This is an optimization exercise on Yosys and OpenROAD, whose aim is small area, a short achievable clock period and few clock cycles per item, not a production implementation. Where RTL was checked, it was by simulation tests only, not by an equivalence proof against the original.

== job 2879 ==
// divider
module divider(quotient, remainder, done, divisor, dividend, start, clk, rst);
Size: ~1,200 cells after synthesis, ~130 I/O pins.
clock: 5.0 ns
lec_check: 0
abc_area: 1
cap_margin: 20
core_margin: 2
core_utilization: 40
place_density: 0.6
setup_slack_margin: 2.2
slew_margin: 20
buffer_ports_args: -buffer_cell sky130_fd_sc_hd__buf_1
standard.sh (not shown) runs the stock make flow with config.mk's settings and CLKGATE_MAP_FILE= SYNTH_SCRIPT=/design/flow/synth_recipe.tcl, a recipe that flattens the netlist after the stock synthesis.
==> flow/flow/run.sh <==
#!/bin/bash
# Own layout flow: the standard synthesis unchanged, then the standard ORFS
# steps with a few extra ORFS settings (flow/extra.mk) appended to config.mk
# after synthesis, so that synthesis is exactly the standard flow's.
set -euo pipefail
here="$(pwd)"
bash standard.sh synth > "$here/log_synth.txt" 2>&1
cat flow/extra.mk >> config.mk
bash standard.sh > "$here/log_layout.txt" 2>&1
==> flow/flow/extra.mk <==
export BUFFER_PORTS_ARGS = -buffer_cell sky130_fd_sc_hd__buf_1
Relative to job 2879, the following input files were edited for job 1075:
- swapping 2.2 for 2.6 in SETUP_SLACK_MARGIN
==> results.txt <==
- Job 1075: worst slack on hold paths higher than job 2879
- The launch point of the critical path comes out za_r[0] in one run and sh[0] in the other, namely in job 1075 and job 2879 respectively.
- Job 2879 → job 1075: cell area climbed 18%; iteration-0 DRC count of the detailed router now sits higher; post-placement setup slack picked up an extra 0.093 ns; global-route wire length before repair went up by 2.9 mm.
- Share of cells above drive strength 1 delta for job 1075 relative to job 2879: 18 points higher
- Changes observed in job 1075 relative to job 2879: largest incremental delay on the critical path moved down; routed length on met3 moved up; sequential share of the synthesized area level.
Input changes introduced in job 106 (baseline for comparison: job 1075):
- SETUP_SLACK_MARGIN: 2.6 -> 2.4
## What came out
Job 106 against job 1075: number of antenna violations at the first check in global routing neither gained nor lost much; worst hold slack now sits higher. Looking at sum of buffers and inverters on the critical path, job 106 sits 1 lower than job 1075 does. Total track usage, job 1075 and job 106: smaller value in job 106. A cell with the largest stage delay on the worst path of sky130_fd_sc_hd__dfxtp_1 is what job 106 shows, while sky130_fd_sc_hd__fa_2 belongs to job 1075. Job 106 — reg2reg setup slack 0.03 ns lower, job 1075 as reference. met3 usage across job 1075 and job 106: no real change.
diff inputs: job 106 => job 8629
- SETUP_SLACK_MARGIN: 2.4 -> 2.5
Notes after the runs:
NOTE non-clock buffer count job 106->job 8629 increased by more than 10%
The delay of the slowest cell on the worst path of job 8629 exceeds that of job 106 by 0.10 ns.
Delta(global-route usage, job 8629 - job 106) > 0
Diff job 106 -> job 8629: utilization now sits higher.
Compared with job 106, job 8629 shows a lower smallest setup slack after layout.
On final critical-path required period: between job 8629 and job 106, it ends up higher for job 8629.
Function was not checked in any run of this note: the RTL went through the layout flow alone.

* * *

The RTL this note starts from:
==> flow/design.v <==
module divider(quotient, remainder, done, divisor, dividend, start, clk, rst);
    output reg [31:0] quotient, remainder;
    input [31:0] divisor, dividend;
    input start, clk, rst;
    output done;
    reg        busy, idle, align;
    reg [4:0]  dt, dg;   
    reg [4:0]  sh;       
    reg [31:0] NB;       
    function [4:0] lzc;
        input [31:0] x;
        reg [15:0] v0; reg [15:0] z0;
        reg [7:0]  v1; reg [15:0] z1;
        reg [3:0]  v2; reg [11:0] z2;
        reg [1:0]  v3; reg [7:0]  z3;
        integer i;
        begin
            for (i = 0; i < 16; i = i + 1) begin
                v0[i] = x[2*i+1] | x[2*i];
                z0[i] = ~x[2*i+1];
            end
            for (i = 0; i < 8; i = i + 1) begin
                v1[i] = v0[2*i+1] | v0[2*i];
                z1[2*i +: 2] = v0[2*i+1] ? {1'b0, z0[2*i+1]} : {1'b1, z0[2*i]};
            end
            for (i = 0; i < 4; i = i + 1) begin
                v2[i] = v1[2*i+1] | v1[2*i];
                z2[3*i +: 3] = v1[2*i+1] ? {1'b0, z1[4*i+2 +: 2]} : {1'b1, z1[4*i +: 2]};
            end
            for (i = 0; i < 2; i = i + 1) begin
                v3[i] = v2[2*i+1] | v2[2*i];
                z3[4*i +: 4] = v2[2*i+1] ? {1'b0, z2[6*i+3 +: 3]} : {1'b1, z2[6*i +: 3]};
            end
            lzc = v3[1] ? {1'b0, z3[7:4]} : {1'b1, z3[3:0]};
        end
    endfunction
    function longer4;
        input [31:0] x, y;       
        reg [7:0] nx, ny;
        reg above;               
        integer j;
        begin
            for (j = 0; j < 8; j = j + 1) begin
                nx[j] = |x[4*j +: 4];
                ny[j] = |y[4*j +: 4];
            end
            longer4 = 1'b0;
            above = 1'b0;
            for (j = 7; j >= 0; j = j - 1) begin
                above = above | nx[j];
                longer4 = longer4 | (ny[j] & ~above);
            end
        end
    endfunction
    wire quick = longer4(dividend, divisor) | ~(|divisor);
    wire [4:0] bw;                       
    assign bw[0] = 1'b0;
    assign bw[1] = dg[0];
    assign bw[2] = dg[1] | (~dt[1] & dg[0]);
    assign bw[3] = dg[2] | (~dt[2] & dg[1]) | (~dt[2] & ~dt[1] & dg[0]);
    assign bw[4] = dg[3] | (~dt[3] & dg[2]) | (~dt[3] & ~dt[2] & dg[1])
                 | (~dt[3] & ~dt[2] & ~dt[1] & dg[0]);
    wire [4:0] s = dt ^ bw;
    wire       neg = dg[4] | (~dt[4] & dg[3]) | (~dt[4] & ~dt[3] & dg[2])
                   | (~dt[4] & ~dt[3] & ~dt[2] & dg[1])
                   | (~dt[4] & ~dt[3] & ~dt[2] & ~dt[1] & dg[0]);
    wire [31:0] B1 = s[0] ? {NB[30:0], 1'b1} : NB;
    wire [31:0] B2 = s[1] ? {B1[29:0], 2'b11} : B1;
    wire [31:0] B4 = s[2] ? {B2[27:0], 4'hf} : B2;
    wire [31:0] B8 = s[3] ? {B4[23:0], 8'hff} : B4;
    wire [31:0] Ba = s[4] ? {B8[15:0], 16'hffff} : B8;
    wire [32:0] diff = {1'b0, remainder} - {1'b0, ~NB};
    wire        qbit = ~diff[32];
    wire busy_n = busy ? (align ? ~neg : (sh != 5'd0)) : (start & ~quick);
    assign done = idle;
    always_ff @(posedge clk, negedge rst) begin
        if (~rst) begin
            busy <= 1'b0;
            idle <= 1'b1;
            align <= 1'b0;
        end else begin
            busy <= busy_n;
            idle <= ~busy_n;
            align <= ~busy & start & ~quick;
        end
    end
    always_ff @(posedge clk) begin
        dt <= lzc(divisor) ^ lzc(dividend);      
        dg <= ~lzc(divisor) & lzc(dividend);
        if (busy) begin
            if (align) begin
                NB <= Ba;
                sh <= s;
            end else begin
                NB <= {1'b1, NB[31:1]};
                sh <= sh - 5'd1;
                quotient <= {quotient[30:0], qbit};
                if (qbit) remainder <= diff[31:0];
            end
        end else begin
            NB <= ~divisor;
            if (start) begin
                quotient <= 32'd0;
                remainder <= dividend;
            end
        end
    end
endmodule
==> flow/config.mk <==
export PLATFORM = sky130hd
export DESIGN_NAME = divider
export DESIGN_NICKNAME = divider
export VERILOG_FILES = /design/flow/design.v
export SDC_FILE = /design/flow/constraint.sdc
export NUM_CORES = 4
export LEC_CHECK = 0
export ABC_AREA = 1
export CAP_MARGIN = 20
export CORE_MARGIN = 2
export CORE_UTILIZATION = 40
export CTS_BUF_LIST = sky130_fd_sc_hd__clkbuf_8 sky130_fd_sc_hd__clkbuf_16
export PLACE_DENSITY = 0.6
export SETUP_SLACK_MARGIN = 2.65
export SLEW_MARGIN = 20
export BUFFER_PORTS_ARGS = -buffer_cell sky130_fd_sc_hd__buf_1
==> flow/constraint.sdc <==
create_clock -name core_clock -period 5.0 [get_ports {clk}]
set_input_delay 1.0000 -clock core_clock [delete_from_list [all_inputs] [get_ports {clk}]]
set_output_delay 1.0000 -clock core_clock [all_outputs]
set_load 0.01 [all_outputs]
Scripts as last shown in full above: flow/flow/run.sh, flow/flow/extra.mk
The first run completed with no timing, DRC or antenna violations.
Testbench counts at the start, summed over its fixed seeds: cycles 15,277, items 2,048.
Next try:
CTS_BUF_LIST = sky130_fd_sc_hd__clkbuf_8   (was sky130_fd_sc_hd__clkbuf_8 sky130_fd_sc_hd__clkbuf_16)
SETUP_SLACK_MARGIN = 2.6   (was 2.65)
Result:
- global-route usage is lower by 0.30 points
- core utilization is lower by 2.3 points
- critical path depth is lower by 3
- final area is lower by 4.6%
- wire length is lower by 0.67%
- sequential cell count does not change
- area after synthesis does not change
- worst hold slack is worse by 43 ps
- die area is unchanged

* * *

run 1:
// divider: RTL as listed in full above, without the edits since
==> flow/config.mk <==
export PLATFORM = sky130hd
export DESIGN_NAME = divider
export DESIGN_NICKNAME = divider
export VERILOG_FILES = /design/flow/design.v
export SDC_FILE = /design/flow/constraint.sdc
export NUM_CORES = 4
export LEC_CHECK = 0
export ABC_AREA = 1
export CAP_MARGIN = 20
export CORE_MARGIN = 2
export CORE_UTILIZATION = 40
export CTS_BUF_LIST = sky130_fd_sc_hd__clkbuf_8
export PLACE_DENSITY = 0.6
export SETUP_SLACK_MARGIN = 2.55
export SLEW_MARGIN = 20
export BUFFER_PORTS_ARGS = -buffer_cell sky130_fd_sc_hd__buf_1
==> flow/constraint.sdc <==
create_clock -name core_clock -period 5.0 [get_ports {clk}]
set_input_delay 1.0000 -clock core_clock [delete_from_list [all_inputs] [get_ports {clk}]]
set_output_delay 1.0000 -clock core_clock [all_outputs]
set_load 0.01 [all_outputs]
Scripts as last shown in full above: flow/flow/run.sh, flow/flow/extra.mk
Testbench counts of run 1, summed over its fixed seeds: cycles 15,277, items 2,048.
For run 2, these inputs were changed with respect to run 1:
- changing SETUP_SLACK_MARGIN from 2.55 to 2.68
- Run 2: PASS, flow complete, no timing, DRC or antenna violations
- Diff run 1 -> run 2 | final worst-path cycle share | decrease of 2.1 points
- Between run 2 and run 1, area used by multi-input combinational logic is lower for run 1, run 2 comes in above that.
- Between run 2 and run 1, the synthesis-to-finish area growth is lower for run 1.
- A highest-delay cell along the critical path of dfxtp_1 is what run 1 shows, while edfxtp_1 belongs to run 2.
[inputs] run 3 vs run 2
- SETUP_SLACK_MARGIN changed from 2.68 to 2.7
[summary]
- Every run (run 2 and run 3) finished clean.
- Higher worst clock skew was reported by run 2, not run 3.
- Run 3 vs. run 2: post-route met1 wirelength grew by 0.76%, wire length of the first global-routing pass shrank by 410 um.

static timing again, ports no longer ideal:
How much do the figures lean on ideal ports? The routed layouts below were timed once more, with nothing changed but the port constraints. Step 1 assumes that a clkbuf_16 drives the clock port and a buf_2 every other input. Step 2 adds t to the input delays and takes it off the output delays; t is the mean of the earliest and latest rising clock arrival at the registers after step 1. Input paths then give back, and output paths get back, about the clock's delay inside the block. a / b / c = no drivers / after step 1 / after step 2; a / b = the first two.
run	shift t [ns]	setup WS [ns]	worst setup path at the end
job 2879	0.413	2.335 / 2.335 / 1.954	input to register
job 1075	0.415	2.434 / 2.434 / 2.130	input to register
job 106	0.412	2.404 / 2.404 / 2.108	input to register
job 8629	0.414	2.396 / 2.396 / 2.077	input to register
the first run of note 2	0.469	2.721 / 2.721 / 2.334	input to register
the second run of note 2	0.491	2.653 / 2.653 / 2.296	input to register
run 1	0.502	2.628 / 2.628 / 2.152	input to register
run 2	0.508	2.733 / 2.722 / 2.326	input to register
run 3	0.499	2.723 / 2.723 / 2.340	input to register
After both steps setup and hold are still met in every run listed. The setup slack of run 1, which loses most, moves by 0.000 ns with the drivers and by -0.476 ns with both steps.
